From an optimization exercise on the open Yosys and OpenROAD flow, aimed at small area; shortcuts taken in it are not production practice.
RTL that was checked went through simulation tests only; none was proved equivalent to the original.
Power figures rest on the tool's default switching activity, not on a simulated workload.

==> flow/design.v <==
module badapple_top(
    input clk,
    input rst,              
    output sck,             
    output reg miso,        
    output reg reset_oled,  
    output dc,              
    output reg sck_reg,     
    input rxd,              
    output st_init,
    output st_clear,
    output st_wait,
    output st_write,
    input  [15:0] sram_data_in,
    output reg [15:0] sram_data_out,
    output        sram_data_oe,
    output reg [18:0] sram_addr,
    output        sram_oe_r,
    output reg    sram_ce_r,
    output        sram_we_r,
    output        sram_ub_r,
    output        sram_lb_r,
    input keepgoing,
    output reg showdelay,
    input addr_reset
    );
    reg [5:0] p;
    wire p_end    = (p == 6'd50);
    wire sck_rise = p_end & ~sck_reg;
    wire sck_fall = p_end & sck_reg;
    wire pre_rise = (p == 6'd49) & ~sck_reg;    
    wire c50      = p[0] ^ sck_reg;             
    always @(posedge clk)
        if (rst) begin
            p <= 0;
            sck_reg <= 0;
        end else begin
            p <= p_end ? 6'd0 : p + 6'd1;
            if (p_end) sck_reg <= ~sck_reg;
        end
    reg [9:0] ud;
    wire ud_end = (ud == 10'd867);
    wire uart_en = (ud == 10'd434);
    always @(posedge clk)
        if (rst) ud <= 0;
        else ud <= ud_end ? 10'd0 : ud + 10'd1;
    localparam [3:0] S_INIT  = 4'b1000,
                     S_CLEAR = 4'b1100,
                     S_LOAD  = 4'b0100,
                     S_WAIT  = 4'b0010,
                     S_WRITE = 4'b0001,
                     S_DELAY = 4'b1011;
    reg [3:0] st;
    assign {st_init, st_clear, st_wait, st_write} = st;
    wire is_init  = st[3] & ~st[2] & ~st[1];
    wire is_clear = st[3] & st[2];
    wire is_load  = ~st[3] & st[2];
    wire is_write = ~st[3] & st[0];
    wire is_play  = ~st[2] & (st[1] | st[0]);    
    reg [2:0]  e;       
    reg [9:0]  pos;     
    reg [2:0]  u;       
    reg [19:0] cnt;     
    reg [7:0]  hb;      
    reg [7:0]  sr;      
    reg [3:0]  ss;      
    reg [3:0]  us;      
    reg [7:0]  rd;      
    reg        rmode;   
    reg        rp_d;
    reg [16:0] z;
    wire send_done = (ss == 4'd0);
    wire spi_data_ph = ss[3];
    wire cnt_ge = |cnt[19:8];
    wire init_done = (pos[3:0] == 4'd11);
    wire eng_done = (e == 3'd6);
    always @(posedge clk)
        if (rst) reset_oled <= 0;
        else if (is_init & ~sck_reg) begin
            if (cnt[8:0] == 9'd0 && p == 6'd10) reset_oled <= 1;
            else if (cnt[8:0] == 9'd98 && p == 6'd4) reset_oled <= 0;
            else if (cnt[8:0] == 9'd294 && p == 6'd12) reset_oled <= 1;
        end
    always @(posedge clk)
        if (rst) st <= S_INIT;
        else if (sck_rise)
            case (st)
                S_INIT:  if (init_done) st <= S_CLEAR;
                S_CLEAR: if (eng_done) st <= S_LOAD;
                S_LOAD:  if (u == 3'd6) st <= S_WRITE;
                S_WAIT:  st <= showdelay ? S_DELAY : S_WRITE;
                S_WRITE: if (eng_done) st <= S_WAIT;
                S_DELAY: if (!showdelay) st <= S_WRITE;
                default: st <= S_INIT;
            endcase
    wire load_end = sck_rise & is_load & (u == 3'd6);
    wire last_col = (pos == 10'h3ff);
    always @(posedge clk)
        if (rst) e <= 0;
        else if (sck_rise)
            case (e)
                3'd0: if (is_clear | is_write) e <= 3'd1;
                3'd1, 3'd2, 3'd3, 3'd4: if (send_done) e <= e + 3'd1;
                3'd5: e <= (is_clear & ~last_col) ? 3'd1 : 3'd6;
                default: e <= 3'd0;
            endcase
    wire rd_go = sck_rise & is_write & eng_done;
    wire byte_taken = rd_go & (u == 3'd0 | u == 3'd2);
    always @(posedge clk)
        if (~reset_oled) pos <= 0;
        else if (sck_rise & is_init & send_done & ~init_done) pos <= pos + 10'd1;
        else if (sck_rise & is_clear & e == 3'd0) pos <= 0;
        else if (sck_rise & is_clear & e == 3'd5) pos <= pos + 10'd1;
        else if (byte_taken) pos <= showdelay ? 10'd0 : pos + 10'd1;
    reg [7:0] init_byte;
    always @(*)
        case (pos[3:0])
            4'd0: init_byte = 8'hae;
            4'd1: init_byte = 8'hd5;
            4'd2: init_byte = 8'h80;
            4'd3: init_byte = 8'h8d;
            4'd4: init_byte = 8'h14;
            4'd5: init_byte = 8'h81;
            4'd6: init_byte = 8'hcf;
            4'd7: init_byte = 8'hd9;
            4'd8: init_byte = 8'hf1;
            4'd9: init_byte = 8'ha0;
            4'd10: init_byte = 8'haf;
            default: init_byte = 8'h00;
        endcase
    wire spi_send = (is_init & reset_oled & ~init_done) |
                    (e != 3'd0 && e <= 3'd4);
    reg [7:0] spi_data;
    always @(*)
        case (e)
            3'd1: spi_data = {5'b10110, pos[9:7]};
            3'd2: spi_data = {5'b00010, pos[6:4]};
            3'd3: spi_data = {4'b0000, pos[3:0]};
            3'd4: spi_data = is_write ? hb : 8'h00;
            default: spi_data = init_byte;
        endcase
    always @(posedge clk)
        if (rst) ss <= 4'd6;
        else if (sck_rise) begin
            if (ss == 4'd6) begin
                if (spi_send) ss <= 4'd7;
            end else if (ss == 4'd0) ss <= 4'd6;
            else ss <= ss + 4'd1;
        end
    always @(posedge clk)
        if (rst) miso <= 0;
        else if (sck_fall & spi_data_ph) miso <= rd[7];
    always @(posedge clk)
        if (sck_fall) begin
            if (spi_data_ph) rd <= {rd[6:0], 1'b0};
            else if (spi_send) rd <= spi_data;
        end
    assign sck = spi_data_ph ? sck_reg : 1'b1;
    assign dc = (spi_data_ph | send_done) & (e == 3'd4);
    always @(posedge clk)
        if (rst) us <= 4'd7;
        else if (uart_en) begin
            if (us == 4'd7) begin
                if (!rxd) us <= 4'd8;
            end else if (us == 4'd0) begin
                if (rxd) us <= 4'd7;
            end else us <= us + 4'd1;
        end
    wire ack = (us == 4'd0);
    wire ack_rise = uart_en & (us == 4'd15);
    always @(posedge clk)
        if (rst) u <= 0;
        else if (load_end) u <= 0;
        else if (is_load) begin
            if (uart_en)
                case (u)
                    3'd0: if (ack) u <= 3'd1;
                    3'd1: u <= 3'd2;
                    3'd2: if (ack) u <= 3'd3;
                    3'd3: u <= 3'd4;
                    3'd4: u <= cnt_ge ? 3'd6 : 3'd5;
                    3'd5: u <= 3'd0;
                    default: u <= 3'd6;
                endcase
        end else if (sck_rise & is_play)
            case (u)
                3'd0: if (is_write & eng_done) u <= 3'd1;
                3'd1: u <= cnt_ge ? 3'd4 : 3'd2;
                3'd2: if (is_write & eng_done) u <= 3'd3;
                3'd3: u <= cnt_ge ? 3'd4 : 3'd0;
                default: u <= cnt_ge ? 3'd4 : 3'd0;
            endcase
    always @(posedge clk)
        if (rst | load_end) sram_addr <= 0;
        else if (is_load & uart_en & u == 3'd4 & ~cnt_ge) sram_addr <= sram_addr + 19'd1;
        else if (rd_go & u == 3'd0) sram_addr <= addr_reset ? 19'd0 : sram_addr + 19'd1;
    wire write_done_rise = sck_rise & is_write & (e == 3'd5);
    always @(posedge clk)
        if (rst | load_end | is_clear) cnt <= 0;
        else if (is_init) begin
            if (sck_fall && cnt[8:0] != 9'd294) cnt <= cnt + 20'd1;
        end else if (is_load) begin
            if (ack_rise) cnt <= cnt + 20'd1;
        end else if (write_done_rise) cnt <= addr_reset ? 20'd0 : cnt + 20'd1;
    always @(posedge clk)
        if (is_play) begin
            if (pre_rise & u == 3'd0) sr <= sram_data_in[7:0];
        end else if (uart_en & us[3]) sr <= {rxd, sr[7:1]};
    always @(posedge clk)
        if (is_play) begin
            if (pre_rise & u == 3'd0) hb <= sram_data_in[15:8];
            else if (pre_rise & u == 3'd2) hb <= sr;
        end else if (is_load & uart_en & u == 3'd1) hb <= sr;
    always @(posedge clk) sram_ce_r <= rst;
    always @(posedge clk)
        if (~c50) begin
            if (is_load) begin
                if (u == 3'd4) rmode <= 0;
            end else if (u == 3'd0) rmode <= 1;
        end
    assign sram_oe_r = sram_ce_r | ~rmode;
    assign sram_we_r = sram_ce_r | rmode;
    assign sram_ub_r = sram_ce_r;
    assign sram_lb_r = sram_ce_r;
    assign sram_data_oe = ~sram_we_r;
    always @(posedge clk)
        if (rst) sram_data_out <= 0;
        else if (c50 & is_load & u == 3'd4) sram_data_out <= {hb, sr};
    localparam [16:0] NDELAY = 17'd129870;
    wire rp = is_load | (sram_addr[8:0] == 9'd0);
    wire delay_end = (z == NDELAY) | (~showdelay & z[0]);
    always @(posedge clk)
        if (rst) begin
            showdelay <= 0;
            rp_d <= 0;
        end else begin
            rp_d <= rp;
            if (delay_end) showdelay <= 0;
            else if (rp & ~rp_d) showdelay <= 1;
        end
    always @(posedge clk)
        if (rst | ~(showdelay & keepgoing)) z <= 0;
        else z <= z + 17'd1;
endmodule
Settings: LEC_CHECK=0, CAP_MARGIN=20, CORE_MARGIN=2, CORE_UTILIZATION=40, PLACE_DENSITY=0.6, SLEW_MARGIN=20; clock period 10.0 ns.
run.sh (not shown) runs the stock make flow with config.mk's settings and CLKGATE_MAP_FILE= SYNTH_SCRIPT=/design/flow/synth_recipe.tcl, a recipe that flattens the netlist after the stock synthesis.
Next try:
--- a/flow/design.v
+++ b/flow/design.v
@@ -38,12 +38,13 @@
             p <= p_end ? 6'd0 : p + 6'd1;
             if (p_end) sck_reg <= ~sck_reg;
         end
+    localparam [9:0] UD_RESET = 10'h281, UD_END = 10'h166;
     reg [9:0] ud;
-    wire ud_end = (ud == 10'd867);
-    wire uart_en = (ud == 10'd434);
-    always @(posedge clk)
-        if (rst) ud <= 0;
-        else ud <= ud_end ? 10'd0 : ud + 10'd1;
+    wire uart_en = (ud == UD_END);
+    always @(posedge clk)
+        if (rst) ud <= UD_RESET;
+        else if (uart_en) ud <= 10'd0;
+        else ud <= {ud[8:0], ~(ud[9] ^ ud[6])};
     localparam [3:0] S_INIT  = 4'b1000,
                      S_CLEAR = 4'b1100,
                      S_LOAD  = 4'b0100,
@@ -60,7 +61,8 @@
     reg [2:0]  e;       
     reg [9:0]  pos;     
     reg [2:0]  u;       
-    reg [19:0] cnt;     
+    reg [7:0]  cnt_lo;
+    reg [11:0] cnt_hi;
     reg [7:0]  hb;      
     reg [7:0]  sr;      
     reg [3:0]  ss;      
@@ -71,15 +73,22 @@
     reg [16:0] z;
     wire send_done = (ss == 4'd0);
     wire spi_data_ph = ss[3];
-    wire cnt_ge = |cnt[19:8];
+    wire cnt_ge = |cnt_hi;                          
+    localparam [7:0] CLO_38 = 8'h4d, CLO_98 = 8'ha2, CLO_255 = 8'h80;
+    wire [7:0]  cnt_lo_inc = {cnt_lo[6:0], cnt_lo[7] ^ cnt_lo[5] ^ cnt_lo[4] ^ cnt_lo[3] ^ (cnt_lo[6:0] == 7'd0)};
+    wire [11:0] cnt_hi_inc = {cnt_hi[10:0], cnt_hi[11] ^ cnt_hi[10] ^ cnt_hi[9] ^ cnt_hi[3] ^ (cnt_hi[10:0] == 11'd0)};
+    wire cnt_carry = (cnt_lo == CLO_255);
+    wire k_0   = ~cnt_hi[0] & (cnt_lo == 8'd0);
+    wire k_98  = ~cnt_hi[0] & (cnt_lo == CLO_98);
+    wire k_294 = cnt_hi[0] & (cnt_lo == CLO_38);
     wire init_done = (pos[3:0] == 4'd11);
     wire eng_done = (e == 3'd6);
     always @(posedge clk)
         if (rst) reset_oled <= 0;
         else if (is_init & ~sck_reg) begin
-            if (cnt[8:0] == 9'd0 && p == 6'd10) reset_oled <= 1;
-            else if (cnt[8:0] == 9'd98 && p == 6'd4) reset_oled <= 0;
-            else if (cnt[8:0] == 9'd294 && p == 6'd12) reset_oled <= 1;
+            if (k_0 && p == 6'd10) reset_oled <= 1;
+            else if (k_98 && p == 6'd4) reset_oled <= 0;
+            else if (k_294 && p == 6'd12) reset_oled <= 1;
         end
     always @(posedge clk)
         if (rst) st <= S_INIT;
@@ -195,13 +204,17 @@
         else if (is_load & uart_en & u == 3'd4 & ~cnt_ge) sram_addr <= sram_addr + 19'd1;
         else if (rd_go & u == 3'd0) sram_addr <= addr_reset ? 19'd0 : sram_addr + 19'd1;
     wire write_done_rise = sck_rise & is_write & (e == 3'd5);
-    always @(posedge clk)
-        if (rst | load_end | is_clear) cnt <= 0;
-        else if (is_init) begin
-            if (sck_fall && cnt[8:0] != 9'd294) cnt <= cnt + 20'd1;
-        end else if (is_load) begin
-            if (ack_rise) cnt <= cnt + 20'd1;
-        end else if (write_done_rise) cnt <= addr_reset ? 20'd0 : cnt + 20'd1;
+    wire cnt_step = is_init ? (sck_fall & ~k_294) :
+                    is_load ? ack_rise : (write_done_rise & ~addr_reset);
+    wire cnt_clr = rst | load_end | is_clear | (write_done_rise & addr_reset);
+    always @(posedge clk)
+        if (cnt_clr) begin
+            cnt_lo <= 0;
+            cnt_hi <= 0;
+        end else if (cnt_step) begin
+            cnt_lo <= cnt_lo_inc;
+            if (cnt_carry) cnt_hi <= cnt_hi_inc;
+        end
     always @(posedge clk)
         if (is_play) begin
             if (pre_rise & u == 3'd0) sr <= sram_data_in[7:0];
@@ -226,9 +239,9 @@
     always @(posedge clk)
         if (rst) sram_data_out <= 0;
         else if (c50 & is_load & u == 3'd4) sram_data_out <= {hb, sr};
-    localparam [16:0] NDELAY = 17'd129870;
+    localparam [16:0] Z_END = 17'h00256;
     wire rp = is_load | (sram_addr[8:0] == 9'd0);
-    wire delay_end = (z == NDELAY) | (~showdelay & z[0]);
+    wire delay_end = (z == Z_END) | (~showdelay & z[0]);
     always @(posedge clk)
         if (rst) begin
             showdelay <= 0;
@@ -240,5 +253,5 @@
         end
     always @(posedge clk)
         if (rst | ~(showdelay & keepgoing)) z <= 0;
-        else z <= z + 17'd1;
+        else z <= {z[15:0], ~(z[16] ^ z[13])};
 endmodule
After rerunning: Clock power fell by a few percent; final cell count shrinks by roughly a tenth; via count shrinks by roughly a tenth; non-clock buffer count is unchanged; utilization is lower by 0.42 points; cell area came out lower by a few percent; synthesized area falls by a few percent; setup slack gets worse by 77 ps.

Another version of the RTL of badapple_top (not shown whole).
Size in the first run: roughly 680 cells after synthesis, roughly 72 I/O pins, ~6100 um2 of cells after synthesis.
==> flow/design.v (excerpt) <==
module badapple_top(
    input clk,
    input rst,              
    output sck,             
    output reg miso,        
    output reg reset_oled,  
    output dc,              
    output reg sck_reg,     
    input rxd,              
    output st_init,
    output st_clear,
    output st_wait,
    output st_write,
    input  [15:0] sram_data_in,
    output reg [15:0] sram_data_out,
    output        sram_data_oe,
    output reg [18:0] sram_addr,
    output        sram_oe_r,
    output reg    sram_ce_r,
    output        sram_we_r,
    output        sram_ub_r,
    output        sram_lb_r,
    input keepgoing,
    output reg showdelay,
    input addr_reset
    );
==> flow/config.mk <==
export PLATFORM = sky130hd
export DESIGN_NAME = badapple_top
export DESIGN_NICKNAME = badapple_top
export VERILOG_FILES = /design/flow/design.v
export SDC_FILE = /design/flow/constraint.sdc
export NUM_CORES = 4
export LEC_CHECK = 0
export CAP_MARGIN = 20
export CORE_MARGIN = 2
export CORE_UTILIZATION = 40
export PLACE_DENSITY = 0.6
export SLEW_MARGIN = 20
==> flow/constraint.sdc <==
create_clock -name core_clock -period 10.0 [get_ports {clk}]
set_input_delay 2.0000 -clock core_clock [delete_from_list [all_inputs] [get_ports {clk}]]
set_output_delay 2.0000 -clock core_clock [all_outputs]
set_load 0.01 [all_outputs]
standard.sh (not shown) runs the stock make flow with config.mk's settings and CLKGATE_MAP_FILE= SYNTH_SCRIPT=/design/flow/synth_recipe.tcl, a recipe that flattens the netlist after the stock synthesis.
==> flow/flow/run.sh <==
#!/bin/bash
# Layout flow:
# 1. the standard synthesis (standard.sh synth);
# 2. its combinational logic re-mapped for area by Yosys/ABC (flow/resyn.ys,
#    flow/resyn.abc) with every register cell kept, name and type;
# 3. the standard layout from floorplan to finish (standard.sh), with port
#    buffers of buf_1 cells and a clock tree of clkbuf_8 cells without dummy
#    loads.
# Each step's full output goes to its own log in this folder; ORFS's
# per-stage logs are under orfs/logs.
set -euo pipefail
W=$(pwd)
R=$W/orfs/results/$FLOW_PLATFORM/badapple_top/base
LIB=$FLOW_HOME/platforms/sky130hd/lib/sky130_fd_sc_hd__tt_025C_1v80.lib
YOSYS=$FLOW_HOME/../tools/install/yosys/bin/yosys
[[ -x $YOSYS ]] || YOSYS=yosys

bash standard.sh synth > synth.log 2>&1
cp "$R/1_2_yosys.v" "$W/standard_1_2_yosys.v"
sed -e "s#@LIB@#$LIB#g" -e "s#@IN@#$W/standard_1_2_yosys.v#" \
    -e "s#@OUT@#$W/resyn_1_2_yosys.v#" -e "s#@ABC@#$W/flow/resyn.abc#" \
    flow/resyn.ys > resyn_run.ys
"$YOSYS" -s resyn_run.ys > resyn.log 2>&1
cp "$W/resyn_1_2_yosys.v" "$R/1_2_yosys.v"
rm -f "$R/1_synth.odb" "$R/1_synth.sdc"

export BUFFER_PORTS_ARGS="-buffer_cell sky130_fd_sc_hd__buf_1"
export CTS_ARGS="-sink_clustering_enable -repair_clock_nets -dont_use_dummy_load -buf_list sky130_fd_sc_hd__clkbuf_8 -sink_clustering_size 30 -sink_clustering_max_diameter 100"
bash standard.sh > layout.log 2>&1
Other scripts of this flow, unchanged in this note and not shown: flow/flow/resyn.abc, flow/flow/resyn.ys
The first run produced a clean layout.
Edit:
--- a/flow/design.v
+++ b/flow/design.v
@@ -35,12 +35,19 @@
             p <= 0;
             sck_reg <= 0;
         end else begin
             p <= p_end ? 6'd0 : p + 6'd1;
             if (p_end) sck_reg <= ~sck_reg;
         end
+    localparam [9:0] UD_RESET = 10'h281, UD_END = 10'h166;
+    reg [9:0] ud;
+    wire uart_en = (ud == UD_END);
+    always @(posedge clk)
+        if (rst) ud <= UD_RESET;
+        else if (uart_en) ud <= 10'd0;
+        else ud <= {ud[8:0], ~(ud[9] ^ ud[6])};
     localparam [3:0] S_INIT  = 4'b1000,
                      S_CLEAR = 4'b1100,
                      S_LOAD  = 4'b0100,
                      S_WAIT  = 4'b0010,
                      S_WRITE = 4'b0001,
                      S_DELAY = 4'b1011;
@@ -48,39 +55,35 @@
     assign {st_init, st_clear, st_wait, st_write} = st;
     wire is_init  = st[3] & ~st[2] & ~st[1];
     wire is_clear = st[3] & st[2];
     wire is_load  = ~st[3] & st[2];
     wire is_write = ~st[3] & st[0];
     wire is_play  = ~st[2] & (st[1] | st[0]);    
-    reg [9:0]  ud;      
-    reg [3:0]  us;      
-    wire       uart_en, hi_step, hi_clr;
     reg [2:0]  e;       
     reg [9:0]  pos;     
     reg [2:0]  u;       
     reg [7:0]  cnt_lo;
-    reg        cnt_hi0;
-    wire [11:0] cnt_hi;
+    reg [11:0] cnt_hi;
     reg [7:0]  hb;      
     reg [7:0]  sr;      
     reg [3:0]  ss;      
+    reg [3:0]  us;      
     reg [7:0]  rd;      
     reg        rmode;   
     reg        rp_d;
     reg [16:0] z;
     wire send_done = (ss == 4'd0);
     wire spi_data_ph = ss[3];
-    assign cnt_hi = is_play ? {ud, us[0], cnt_hi0} : {11'd0, cnt_hi0};
     wire cnt_ge = |cnt_hi;                          
     localparam [7:0] CLO_38 = 8'h4d, CLO_98 = 8'ha2, CLO_255 = 8'h80;
     wire [7:0]  cnt_lo_inc = {cnt_lo[6:0], cnt_lo[7] ^ cnt_lo[5] ^ cnt_lo[4] ^ cnt_lo[3] ^ (cnt_lo[6:0] == 7'd0)};
     wire [11:0] cnt_hi_inc = {cnt_hi[10:0], cnt_hi[11] ^ cnt_hi[10] ^ cnt_hi[9] ^ cnt_hi[3] ^ (cnt_hi[10:0] == 11'd0)};
     wire cnt_carry = (cnt_lo == CLO_255);
-    wire k_0   = ~cnt_hi0 & (cnt_lo == 8'd0);
-    wire k_98  = ~cnt_hi0 & (cnt_lo == CLO_98);
-    wire k_294 = cnt_hi0 & (cnt_lo == CLO_38);
+    wire k_0   = ~cnt_hi[0] & (cnt_lo == 8'd0);
+    wire k_98  = ~cnt_hi[0] & (cnt_lo == CLO_98);
+    wire k_294 = cnt_hi[0] & (cnt_lo == CLO_38);
     wire init_done = (pos[3:0] == 4'd11);
     wire eng_done = (e == 3'd6);
     always @(posedge clk)
         if (rst) reset_oled <= 0;
         else if (is_init & ~sck_reg) begin
             if (k_0 && p == 6'd10) reset_oled <= 1;
@@ -156,16 +159,13 @@
             else if (spi_send) rd <= spi_data;
         end
     assign sck = spi_data_ph ? sck_reg : 1'b1;
     assign dc = (spi_data_ph | send_done) & (e == 3'd4);
     always @(posedge clk)
         if (rst) us <= 4'd7;
-        else if (hi_clr) us <= 4'd0;
-        else if (is_play) begin
-            if (hi_step) us[0] <= cnt_hi_inc[1];
-        end else if (uart_en) begin
+        else if (uart_en) begin
             if (us == 4'd7) begin
                 if (!rxd) us <= 4'd8;
             end else if (us == 4'd0) begin
                 if (rxd) us <= 4'd7;
             end else us <= us + 4'd1;
         end
@@ -198,31 +198,20 @@
     always @(posedge clk)
         sram_addr <= addr_clr ? 19'd0 : sram_addr + {18'd0, addr_inc};
     wire write_done_rise = sck_rise & is_write & (e == 3'd5);
     wire cnt_step = is_init ? (sck_fall & ~k_294) :
                     is_load ? ack_rise : (write_done_rise & ~addr_reset);
     wire cnt_clr = rst | load_end | is_clear | (write_done_rise & addr_reset);
-    assign hi_step = cnt_step & cnt_carry;
     always @(posedge clk)
         if (cnt_clr) begin
             cnt_lo <= 0;
-            cnt_hi0 <= 0;
+            cnt_hi <= 0;
         end else if (cnt_step) begin
             cnt_lo <= cnt_lo_inc;
-            if (cnt_carry) cnt_hi0 <= cnt_hi_inc[0];
-        end
-    localparam [9:0] UD_RESET = 10'h281, UD_END = 10'h166;
-    assign uart_en = (ud == UD_END);
-    assign hi_clr = load_end | (write_done_rise & addr_reset);
-    always @(posedge clk)
-        if (rst) ud <= UD_RESET;
-        else if (hi_clr) ud <= 10'd0;
-        else if (is_play) begin
-            if (hi_step) ud <= cnt_hi_inc[11:2];
-        end else if (uart_en) ud <= 10'd0;
-        else ud <= {ud[8:0], ~(ud[9] ^ ud[6])};
+            if (cnt_carry) cnt_hi <= cnt_hi_inc;
+        end
     always @(posedge clk)
         if (is_play) begin
             if (pre_rise & u == 3'd0) sr <= sram_data_in[7:0];
         end else if (uart_en & us[3]) sr <= {rxd, sr[7:1]};
     always @(posedge clk)
         if (is_play) begin
What happened: The new run went through all stages and came out clean. Global-route usage hardly moves. Synthesized cell count came out higher by a few percent. Combinational power came out lower by a few percent. First-iteration DRC count came out lower by a quarter to a third. Non-clock buffer count came out higher by 1. Register-to-register slack is about the same. Worst hold slack loses 13 ps. Sequential share of layout area came out higher by 2.2 points. Clock power came out higher by a few percent. Total power came out higher by a few percent. Die area came out higher by a few percent.
For the first run of this note, only the layout was checked, not whether the RTL still works.

static timing again, ports no longer ideal:
The results above use ideal ports. As a check the final layouts listed here were re-extracted and re-timed, cells and wires unchanged.
Step 1 sets driving cells, clkbuf_16 on the clock port and buf_2 on the other inputs (assumed; they add their load-dependent delay and slew).
Step 2 adds t to the input delays and takes it off the output delays; t is the mean of the earliest and latest rising clock arrival at the registers after step 1. Input paths then give back, and output paths get back, about the clock's delay inside the block.
Slacks: ideal / step 1 / step 2; pairs: ideal / step 1.
| run | shift t [ns] | setup slack, ns | worst setup path at the end | cell pins on the clock port's net |
|---|---|---|---|---|
| the first run of note 1 | 0.464 | 5.689 / 5.645 / 5.438 | input to register | 1 |
| the second run of note 1 | 0.461 | 5.613 / 5.570 / 5.490 | input to register | 1 |
| the first run of note 2 | 0.473 | 5.083 / 5.083 / 5.083 | register to register | 1 |
| the second run of note 2 | 0.475 | 5.085 / 5.085 / 5.085 | register to register | 1 |
After both steps every run listed still meets setup and hold. For the first run of note 1, which loses most, drivers alone change the setup slack by -0.044 ns; drivers and shift together by -0.251 ns.
